What follows belongs to an exercise in optimizing a design on an open flow for small area and a short achievable clock period; a production flow would make more cautious choices.
The RTL was checked by simulation tests, not by an equivalence proof against the original design.
Power figures rest on the tool's default switching activity, not on a simulated workload.

== job 101 ==
==> flow/design.v (excerpt) <==
module simd_vector_mac (
    input clk,
    input rst_n,
    input valid_i,
    input start_i,
    input last_i,
    input [63:0] A,
    input [63:0] B,
    output vector_mac_valid_o,
    output [37:0] vector_mac_data_o
);
    logic [3:0] v_p, s_p, l_p;   
    logic [3:0] clr;   
    wire one1;
    wire two2;
    wire bp3;
    wire bp4;
    wire bp5;
    wire bp6;
    wire bp7;
    wire bp8;
    wire bp9;
    wire bp10;
    wire bp11;
    wire bp12;
    wire bp13;
    wire bp14;
    wire bp15;
    wire bp16;
    wire bp17;
    wire bp18;
    wire bp19;
    wire bn20;
    wire one21;
    wire two22;
    wire bp23;
    wire bp24;
    wire bp25;
    wire bp26;
    wire bp27;
    wire bp28;
    wire bp29;
    wire bp30;
    wire bp31;
    wire bp32;
    wire bp33;
    wire bp34;
    wire bp35;
    wire bp36;
    wire bp37;
    wire bp38;
    wire bp39;
    wire bn40;
    wire one41;
    wire two42;
    wire bp43;
    wire bp44;
    wire bp45;
    wire bp46;
    wire bp47;
    wire bp48;
    wire bp49;
    wire bp50;
    wire bp51;
    wire bp52;
    wire bp53;
    wire bp54;
    wire bp55;
    wire bp56;
    wire bp57;
    wire bp58;
    wire bp59;
    wire bn60;
    wire one61;
    wire two62;
    wire bp63;
    wire bp64;
    wire bp65;
    wire bp66;
    wire bp67;
    wire bp68;
    wire bp69;
    wire bp70;
  ...
Size in the first run: roughly 0.042 mm² of cells after synthesis.
export LEC_CHECK = 0
export ABC_AREA = 1
export CAP_MARGIN = 20
export CORE_MARGIN = 2
export CORE_UTILIZATION = 40
export PLACE_DENSITY = 0.8
export SETUP_SLACK_MARGIN = 2.3
export SLEW_MARGIN = 20
create_clock -name core_clock -period 4.5 [get_ports {clk}]
standard.sh (not shown) runs the stock make flow with config.mk's settings and CLKGATE_MAP_FILE= SYNTH_SCRIPT=/design/flow/synth_recipe.tcl, a recipe that flattens the netlist after the stock synthesis.
==> flow/flow/run.sh <==
#!/bin/bash
# Standard layout, with one netlist step between synthesis and floorplan: bubble2.py chooses the
# polarity of the full-adder cells, fa(~a,~b,~c) = ~fa(a,b,c), and of gates that have a
# complemented twin, so that the netlist needs fewer inverters. Registers are not touched.
# Port buffers are buf_2 cells instead of the delay cells buffer_ports picks by itself.
set -euo pipefail
R=$PWD/orfs/results/$FLOW_PLATFORM/simd_vector_mac/base
LIB=$FLOW_HOME/platforms/$FLOW_PLATFORM/lib/sky130_fd_sc_hd__tt_025C_1v80.lib
bash standard.sh "$R/1_2_yosys.v" > synth.log 2>&1
cp "$R/1_2_yosys.v" "$PWD/1_2_yosys_standard.v"
python3 flow/bubble2.py "$LIB" "$PWD/1_2_yosys_standard.v" "$R/1_2_yosys.v" > bubble.log 2>&1
export BUFFER_PORTS_ARGS="-buffer_cell sky130_fd_sc_hd__buf_2"
bash standard.sh finish > layout.log 2>&1
Other scripts of this flow, unchanged in this note and not shown: flow/flow/bubble2.py
[inputs] job 102 vs job 101
Settings: setting GPL_ROUTABILITY_DRIVEN to 0 for the first time.
### Flow results
Looking at termination of the worst setup path, the t1_14 result is from job 102; the t4_39 one comes from job 101. Compared with job 101, job 102 shows a post-layout total power that is 3.5% higher. Clock group total power (higher): job 102. Comparing job 101 and job 102, the higher detailed-route via count was measured on job 102. As far as number of cells in the design after placement is concerned, job 102 and job 101 perform about the same. Per the comparison of job 102 with job 101, transition at the pin with the smallest max-transition slack went up by 0.025 ns; setup slack shows a reduction of 0.066 ns; final cell count level; finished layout cell area about even. Re count of cells resized by post-cts repair: job 101 was lower than job 102. For area occupied by multi-input gates, job 101 and job 102 come out practically identical.
Edits applied to the flow inputs when going from job 102 to job 103:
Settings: GPL_ROUTABILITY_DRIVEN removed (was 0); PLACE_DENSITY changed from 0.8 to 0.9.
## What came out
Taking job 102 as the reference, in job 103 clock power saw an increase; total power increased by about 2% relative to the old numbers; per-cell routed wire length saw an increase.
Growth of design area from synthesis to finish on job 103 is up relative to job 102.
Against job 102, maximum ir drop on the vdd rail in job 103 rose by more than 10%.
Clock power share in job 103 is 0.3 points below job 102.
Modified inputs, job 104 compared to job 103
Settings: changing PLACE_DENSITY from 0.9 to 0.8; setting CTS_BUF_LIST to sky130_fd_sc_hd__clkbuf_4 sky130_fd_sc_hd__clkbuf_8 for the first time.
==> run summary <==
Setup slack for job 104 is higher than for job 103. Capture point of the critical path: t7_28 -> job 103, t1_391 -> job 104. Job 103 -> job 104: die area delta 0, exact match. In the route summary, job 104 ends up with a via count below that of job 103.


simd_vector_mac, a different RTL version from the one above (not shown whole).
For scale: ~3600 cells after synthesis, roughly 170 I/O pins, roughly 36000 µm² of cells after synthesis.
export LEC_CHECK = 0
export ABC_AREA = 1
export CAP_MARGIN = 20
export CORE_MARGIN = 2
export CORE_UTILIZATION = 40
export PLACE_DENSITY = 0.8
export SETUP_SLACK_MARGIN = 1.8
export SLEW_MARGIN = 20
create_clock -name core_clock -period 4.5 [get_ports {clk}]
Scripts as last shown in full above: flow/flow/run.sh
Other scripts of this flow, unchanged in this note and not shown: flow/flow/bubble2.py
The baseline went through all stages and came out clean.
Then changed:
- SETUP_SLACK_MARGIN: 1.8 -> 1.7
After rerunning:
- power stays flat
- core utilization goes down by 1.4 points
- synthesized cell count is unchanged
- via count goes down by 0.64%
- first-iteration DRC count goes down by 9.3%


## run A
Another version of the RTL of simd_vector_mac (not shown whole).
For scale: ~3600 cells after synthesis.
Settings: LEC_CHECK=0, ABC_AREA=1, CAP_MARGIN=20, CORE_MARGIN=2, CORE_UTILIZATION=40, SETUP_SLACK_MARGIN=1.8, SLEW_MARGIN=20; clock period 4.5 ns.
Scripts as last shown in full above: flow/flow/run.sh
Other scripts of this flow, unchanged in this note and not shown: flow/flow/bubble2.py
Modified inputs, run B compared to run A
Settings: CORE_UTILIZATION changed from 40 to 55.
==> flow/flow/run.sh <==
#!/bin/bash
# Standard layout, with one netlist step between synthesis and floorplan: bubble2.py chooses the
# polarity of the full-adder cells, fa(~a,~b,~c) = ~fa(a,b,c), and of gates that have a
# complemented twin, so that the netlist needs fewer inverters. Registers are not touched.
set -euo pipefail
R=$PWD/orfs/results/$FLOW_PLATFORM/simd_vector_mac/base
LIB=$FLOW_HOME/platforms/$FLOW_PLATFORM/lib/sky130_fd_sc_hd__tt_025C_1v80.lib
bash standard.sh "$R/1_2_yosys.v" > synth.log 2>&1
cp "$R/1_2_yosys.v" "$PWD/1_2_yosys_standard.v"
python3 flow/bubble2.py "$LIB" "$PWD/1_2_yosys_standard.v" "$R/1_2_yosys.v" > bubble.log 2>&1
bash standard.sh finish > layout.log 2>&1
Run A was routed with fewer vias than run B.
Run B ends up with a design area that is 4800 um^2 higher than in run A.
Compared with run A, in run B post-route worst setup slack grew by 0.018 ns, number of gates given a new drive strength after cts grew by 359, number of vias per cell grew by 11%.
NOTE: number of standard-cell rows in the floorplan in run B falls short of that of run A
Run A reports its worst setup path category as in -> reg while run B reports reg -> reg.
HPWL reported at the end of detailed placement in run B vs run A: up 1.6%
[compare] base=run A new=run B: maximum fanout count along the critical path lower; wire length of the first global-routing pass higher; source-to-sink clock delay at the later pin of the worst-skew pair roughly the same; number of antenna violations at the first check in global routing higher.
Changes in run C relative to run B:
Settings: swapping 55 for 40 in CORE_UTILIZATION.
==> run summary <==
Lower buffer share of cell area among run B and run C: run B
[run C vs run B] signal arrival time at the worst endpoint: higher in run C
Maximum ir drop on the vdd rail, run C vs run B: down by a little under 10%
Against run B, total length of routed met3 wires in run C fell by more than 10%.
Looking at run B and run C, the count of sequential standard cells is a wash.
In run C relative to run B, placer's final routability congestion estimate had gone down by a little under 10%.
On power in sequential cells: run C sits above run B.
Higher power density over the cells goes to run C over run B.
The inputs of run D differ from those of run C as listed below.
Settings: swapping 1.8 for 1.9 in SETUP_SLACK_MARGIN; putting PLACE_DENSITY at 0.8 where nothing was set.
==> flow/flow/run.sh <==
#!/bin/bash
# Standard layout, with one netlist step between synthesis and floorplan: bubble2.py chooses the
# polarity of the full-adder cells, fa(~a,~b,~c) = ~fa(a,b,c), and of gates that have a
# complemented twin, so that the netlist needs fewer inverters. Registers are not touched.
# Port buffers are buf_2 cells instead of the delay cells buffer_ports picks by itself.
set -euo pipefail
R=$PWD/orfs/results/$FLOW_PLATFORM/simd_vector_mac/base
LIB=$FLOW_HOME/platforms/$FLOW_PLATFORM/lib/sky130_fd_sc_hd__tt_025C_1v80.lib
bash standard.sh "$R/1_2_yosys.v" > synth.log 2>&1
cp "$R/1_2_yosys.v" "$PWD/1_2_yosys_standard.v"
python3 flow/bubble2.py "$LIB" "$PWD/1_2_yosys_standard.v" "$R/1_2_yosys.v" > bubble.log 2>&1
export BUFFER_PORTS_ARGS="-buffer_cell sky130_fd_sc_hd__buf_2"
bash standard.sh finish > layout.log 2>&1
--- outcome ---
- Run D: reported leakage power lower than run C
- The minimum clock period in run D sits 0.0071 ns above the value recorded for run C.
- When run D is measured against run C, its final area turns out 6.4% lower.
- Power for run D is higher than for run C.
- Run D leaves less setup margin than run C.
- Relative to run C, the number of global-route vias before repair measured on run D has decreased slightly.
- Changes observed in run D relative to run C: synthesis-to-finish area growth down 8.4 points; wire length down 3.7%.
- Summary of run D over run C: wire length of the first global-routing pass lower, placement row count roughly the same.


the previous run:
simd_vector_mac, a different RTL version from the one above (not shown whole).
Size in the first run: about 3800 cells after synthesis, ~0.041 mm² of cells after synthesis.
## simd_vector_mac
module simd_vector_mac (
    input clk,
    input rst_n,
    input valid_i,
    input start_i,
    input last_i,
    input [63:0] A,
    input [63:0] B,
    output vector_mac_valid_o,
    output [37:0] vector_mac_data_o
);
clock: 4.5 ns
lec_check: 0
abc_area: 1
cap_margin: 20
core_margin: 2
core_utilization: 40
place_density: 0.8
setup_slack_margin: 2.6
slew_margin: 20
==> flow/flow/run.sh <==
#!/bin/bash
# Standard layout, with one netlist step between synthesis and floorplan: bubble2.py chooses the
# polarity of the full-adder cells, fa(~a,~b,~c) = ~fa(a,b,c), and of gates that have a
# complemented twin, so that the netlist needs fewer inverters. Registers are not touched.
# Port buffers are buf_2 cells instead of the delay cells buffer_ports picks by itself.
set -euo pipefail
R=$PWD/orfs/results/$FLOW_PLATFORM/simd_vector_mac/base
LIB=$FLOW_HOME/platforms/$FLOW_PLATFORM/lib/sky130_fd_sc_hd__tt_025C_1v80.lib
bash standard.sh "$R/1_2_yosys.v" > synth.log 2>&1
cp "$R/1_2_yosys.v" "$PWD/1_2_yosys_standard.v"
python3 flow/bubble2.py "$LIB" "$PWD/1_2_yosys_standard.v" "$R/1_2_yosys.v" > bubble.log 2>&1
export BUFFER_PORTS_ARGS="-buffer_cell sky130_fd_sc_hd__buf_2"
bash standard.sh finish > layout.log 2>&1
Other scripts of this flow, unchanged in this note and not shown: flow/flow/bubble2.py
Looking at the reports, the previous run completed the entire flow and the layout it produced met the timing, DRC and antenna checks.
Input-level comparison between the current run and the previous run:
# the previous run
export LEC_CHECK = 0
export ABC_AREA = 1
export CAP_MARGIN = 20
export CORE_MARGIN = 2
export CORE_UTILIZATION = 40
export PLACE_DENSITY = 0.8
export SETUP_SLACK_MARGIN = 2.6
export SLEW_MARGIN = 20
create_clock -name core_clock -period 4.5 [get_ports {clk}]
# the current run
export LEC_CHECK = 0
export ABC_AREA = 1
export CAP_MARGIN = 20
export CORE_MARGIN = 2
export CORE_UTILIZATION = 40
export PLACE_DENSITY = 0.8
export SETUP_SLACK_MARGIN = 2.2
export SLEW_MARGIN = 20
create_clock -name core_clock -period 4.5 [get_ports {clk}]
## What came out
Going from the previous run to the current run, final design area excluding fillers lost 19%; switching portion of total power saw a decrease; number of vias per cell after detailed routing now smaller. The current run reports its path type of the worst setup path as input port to register while the previous run reports register to register. Max sequential share of layout area across the current run and the previous run: the current run. When the final numbers for the current run and the previous run were put side by side, the overall power after layout turned out to be greater in the previous run.


## exp/nickel
simd_vector_mac with an RTL version that a note above also has.
Size in the first run: ~3600 cells after synthesis, about 36000 um^2 of cells after synthesis.
export LEC_CHECK = 0
export ABC_AREA = 1
export CAP_MARGIN = 20
export CORE_MARGIN = 2
export CORE_UTILIZATION = 40
export PLACE_DENSITY = 0.8
export SETUP_SLACK_MARGIN = 1.8
export SLEW_MARGIN = 20
create_clock -name core_clock -period 4.5 [get_ports {clk}]
Scripts as last shown in full above: flow/flow/run.sh
Other scripts of this flow, unchanged in this note and not shown: flow/flow/bubble2.py
## Diff of input files: exp/pepper against exp/nickel
==> flow/flow/run.sh <==
#!/bin/bash
# Standard layout, with one netlist step between synthesis and floorplan: bubble2.py chooses the
# polarity of the full-adder cells, fa(~a,~b,~c) = ~fa(a,b,c), and of gates that have a
# complemented twin, so that the netlist needs fewer inverters. Registers are not touched.
# Port buffers are buf_1 cells instead of the delay cells buffer_ports picks by itself.
set -euo pipefail
R=$PWD/orfs/results/$FLOW_PLATFORM/simd_vector_mac/base
LIB=$FLOW_HOME/platforms/$FLOW_PLATFORM/lib/sky130_fd_sc_hd__tt_025C_1v80.lib
bash standard.sh "$R/1_2_yosys.v" > synth.log 2>&1
cp "$R/1_2_yosys.v" "$PWD/1_2_yosys_standard.v"
python3 flow/bubble2.py "$LIB" "$PWD/1_2_yosys_standard.v" "$R/1_2_yosys.v" > bubble.log 2>&1
export BUFFER_PORTS_ARGS="-buffer_cell sky130_fd_sc_hd__buf_1"
bash standard.sh finish > layout.log 2>&1
-- flow/config.mk --
<<< exp/nickel, line 11
export CORE_UTILIZATION = 40
export PLACE_DENSITY = 0.8
export SETUP_SLACK_MARGIN = 1.8
>>> exp/pepper, line 11
export CORE_UTILIZATION = 40
export SETUP_SLACK_MARGIN = 1.8
--- outcome ---
- Compared with exp/nickel, in exp/pepper highest clock frequency the design can meet neither gained nor lost much; switching portion of total power grew by 0.15 points; fraction of standard cell area in multi-input logic -0.23 points; portion of the layout cell area used by non-clock buffers moved up.
- The last weighted congestion value of the routability-driven placer in exp/pepper sits about 8% below the value recorded for exp/nickel.
- On exp/pepper: clock network contribution to total cell area is 0.34 points higher than what exp/nickel gave.
- In the reports for exp/pepper and exp/nickel, the larger critical path depth belongs to exp/pepper.
- Diff exp/pepper..exp/nickel | minimum setup slack among reg-to-reg paths | negligible
- The flip-flop and latch area was comparable across exp/pepper and exp/nickel.
- Sort exp/pepper and exp/nickel by relative area change from synthesis to final layout, ascending, and exp/nickel comes first.
What exp/cedar does differently from exp/pepper at the input level:
==> flow/flow/run.sh <==
#!/bin/bash
# Standard layout, with one netlist step between synthesis and floorplan: bubble2.py chooses the
# polarity of the full-adder cells, fa(~a,~b,~c) = ~fa(a,b,c), and of gates that have a
# complemented twin, so that the netlist needs fewer inverters. Registers are not touched.
set -euo pipefail
R=$PWD/orfs/results/$FLOW_PLATFORM/simd_vector_mac/base
LIB=$FLOW_HOME/platforms/$FLOW_PLATFORM/lib/sky130_fd_sc_hd__tt_025C_1v80.lib
bash standard.sh "$R/1_2_yosys.v" > synth.log 2>&1
cp "$R/1_2_yosys.v" "$PWD/1_2_yosys_standard.v"
python3 flow/bubble2.py "$LIB" "$PWD/1_2_yosys_standard.v" "$R/1_2_yosys.v" > bubble.log 2>&1
bash standard.sh finish > layout.log 2>&1
-- flow/config.mk --
<<< exp/pepper, line 11
export CORE_UTILIZATION = 40
export SETUP_SLACK_MARGIN = 1.8
export SLEW_MARGIN = 20
>>> exp/cedar, line 11
export CORE_UTILIZATION = 40
export SETUP_SLACK_MARGIN = 2.0
export SLEW_MARGIN = 20
==> comparison <==
exp/cedar ended with more total power draw than exp/pepper. Of exp/cedar and exp/pepper, it is exp/cedar that has the lower sequential share of layout area. When the final numbers for exp/cedar and exp/pepper were put side by side, the static leakage turned out to be smaller in exp/pepper. Worst hold-check slack: higher on exp/cedar. As far as synthesized cell count goes, exp/pepper and exp/cedar are indistinguishable; the numbers are identical. Relative to exp/pepper, the post-route non-filler standard cell count measured on exp/cedar has increased by a few percent. The shortest period the worst path allows number comes out lower for exp/cedar vs exp/pepper.

## what the ideal ports hide
How much do the figures lean on ideal ports? The routed layouts below were timed once more, with nothing changed but the port constraints. Step 1 sets driving cells, clkbuf_16 on the clock port and buf_2 on the other inputs (assumed; they add their load-dependent delay and slew). Step 2 times the ports against the registers' clock, not the clock port: input delays grow and output delays shrink by t, the midpoint of the rising clock arrivals with the driver on. Slacks: no drivers / after step 1 / after step 2; pairs: no drivers / after step 1.
| run | t (ns) | setup slack, ns | worst hold slack (ns) | worst setup path at the end | worst data-port slew with drivers (ns) |
|---|---|---|---|---|---|
| job 101 | 0.700 | 2.275 / 2.275 / 1.630 | 0.120 / 0.072 / 0.329 | input to register | 0.07 |
| job 102 | 0.714 | 2.209 / 2.228 / 1.528 | 0.115 / 0.067 / 0.329 | input to register | 0.08 |
| job 103 | 0.702 | 2.211 / 2.211 / 1.610 | 0.120 / 0.074 / 0.344 | input to register | 0.09 |
| job 104 | 0.817 | 2.238 / 2.279 / 1.462 | 0.286 / 0.246 / 0.329 | input to register | 0.07 |
| the first run of note 2 | 0.663 | 1.729 / 1.729 / 1.151 | 0.144 / 0.101 / 0.349 | input to register | 0.08 |
| the second run of note 2 | 0.682 | 1.649 / 1.649 / 1.042 | 0.131 / 0.089 / 0.338 | input to register | 0.09 |
| run A | 0.689 | 1.736 / 1.784 / 1.096 | 0.126 / 0.080 / 0.346 | input to register | 0.08 |
| run B | 0.684 | 1.754 / 1.754 / 1.107 | 0.351 / 0.351 / 0.351 | input to register | 0.08 |
| run C | 0.674 | 1.764 / 1.774 / 1.128 | 0.349 / 0.349 / 0.349 | input to register | 0.09 |
| run D | 0.682 | 1.757 / 1.757 / 1.191 | 0.133 / 0.089 / 0.346 | input to register | 0.08 |
| the previous run | 0.726 | 2.064 / 2.064 / 1.582 | 0.114 / 0.059 / 0.347 | input to register | 0.29 |
| the current run | 0.700 | 2.111 / 2.161 / 1.462 | 0.141 / 0.096 / 0.327 | input to register | 0.11 |
| exp/nickel | 0.676 | 1.766 / 1.766 / 1.137 | 0.134 / 0.093 / 0.346 | input to register | 0.10 |
| exp/pepper | 0.691 | 1.763 / 1.774 / 1.114 | 0.196 / 0.155 / 0.349 | input to register | 0.09 |
| exp/cedar | 0.672 | 1.819 / 1.819 / 1.261 | 0.346 / 0.346 / 0.346 | input to register | 0.09 |
After both steps setup and hold are still met in every run listed. The setup slack of job 104, which loses most, moves by +0.041 ns with the drivers and by -0.776 ns with both steps.
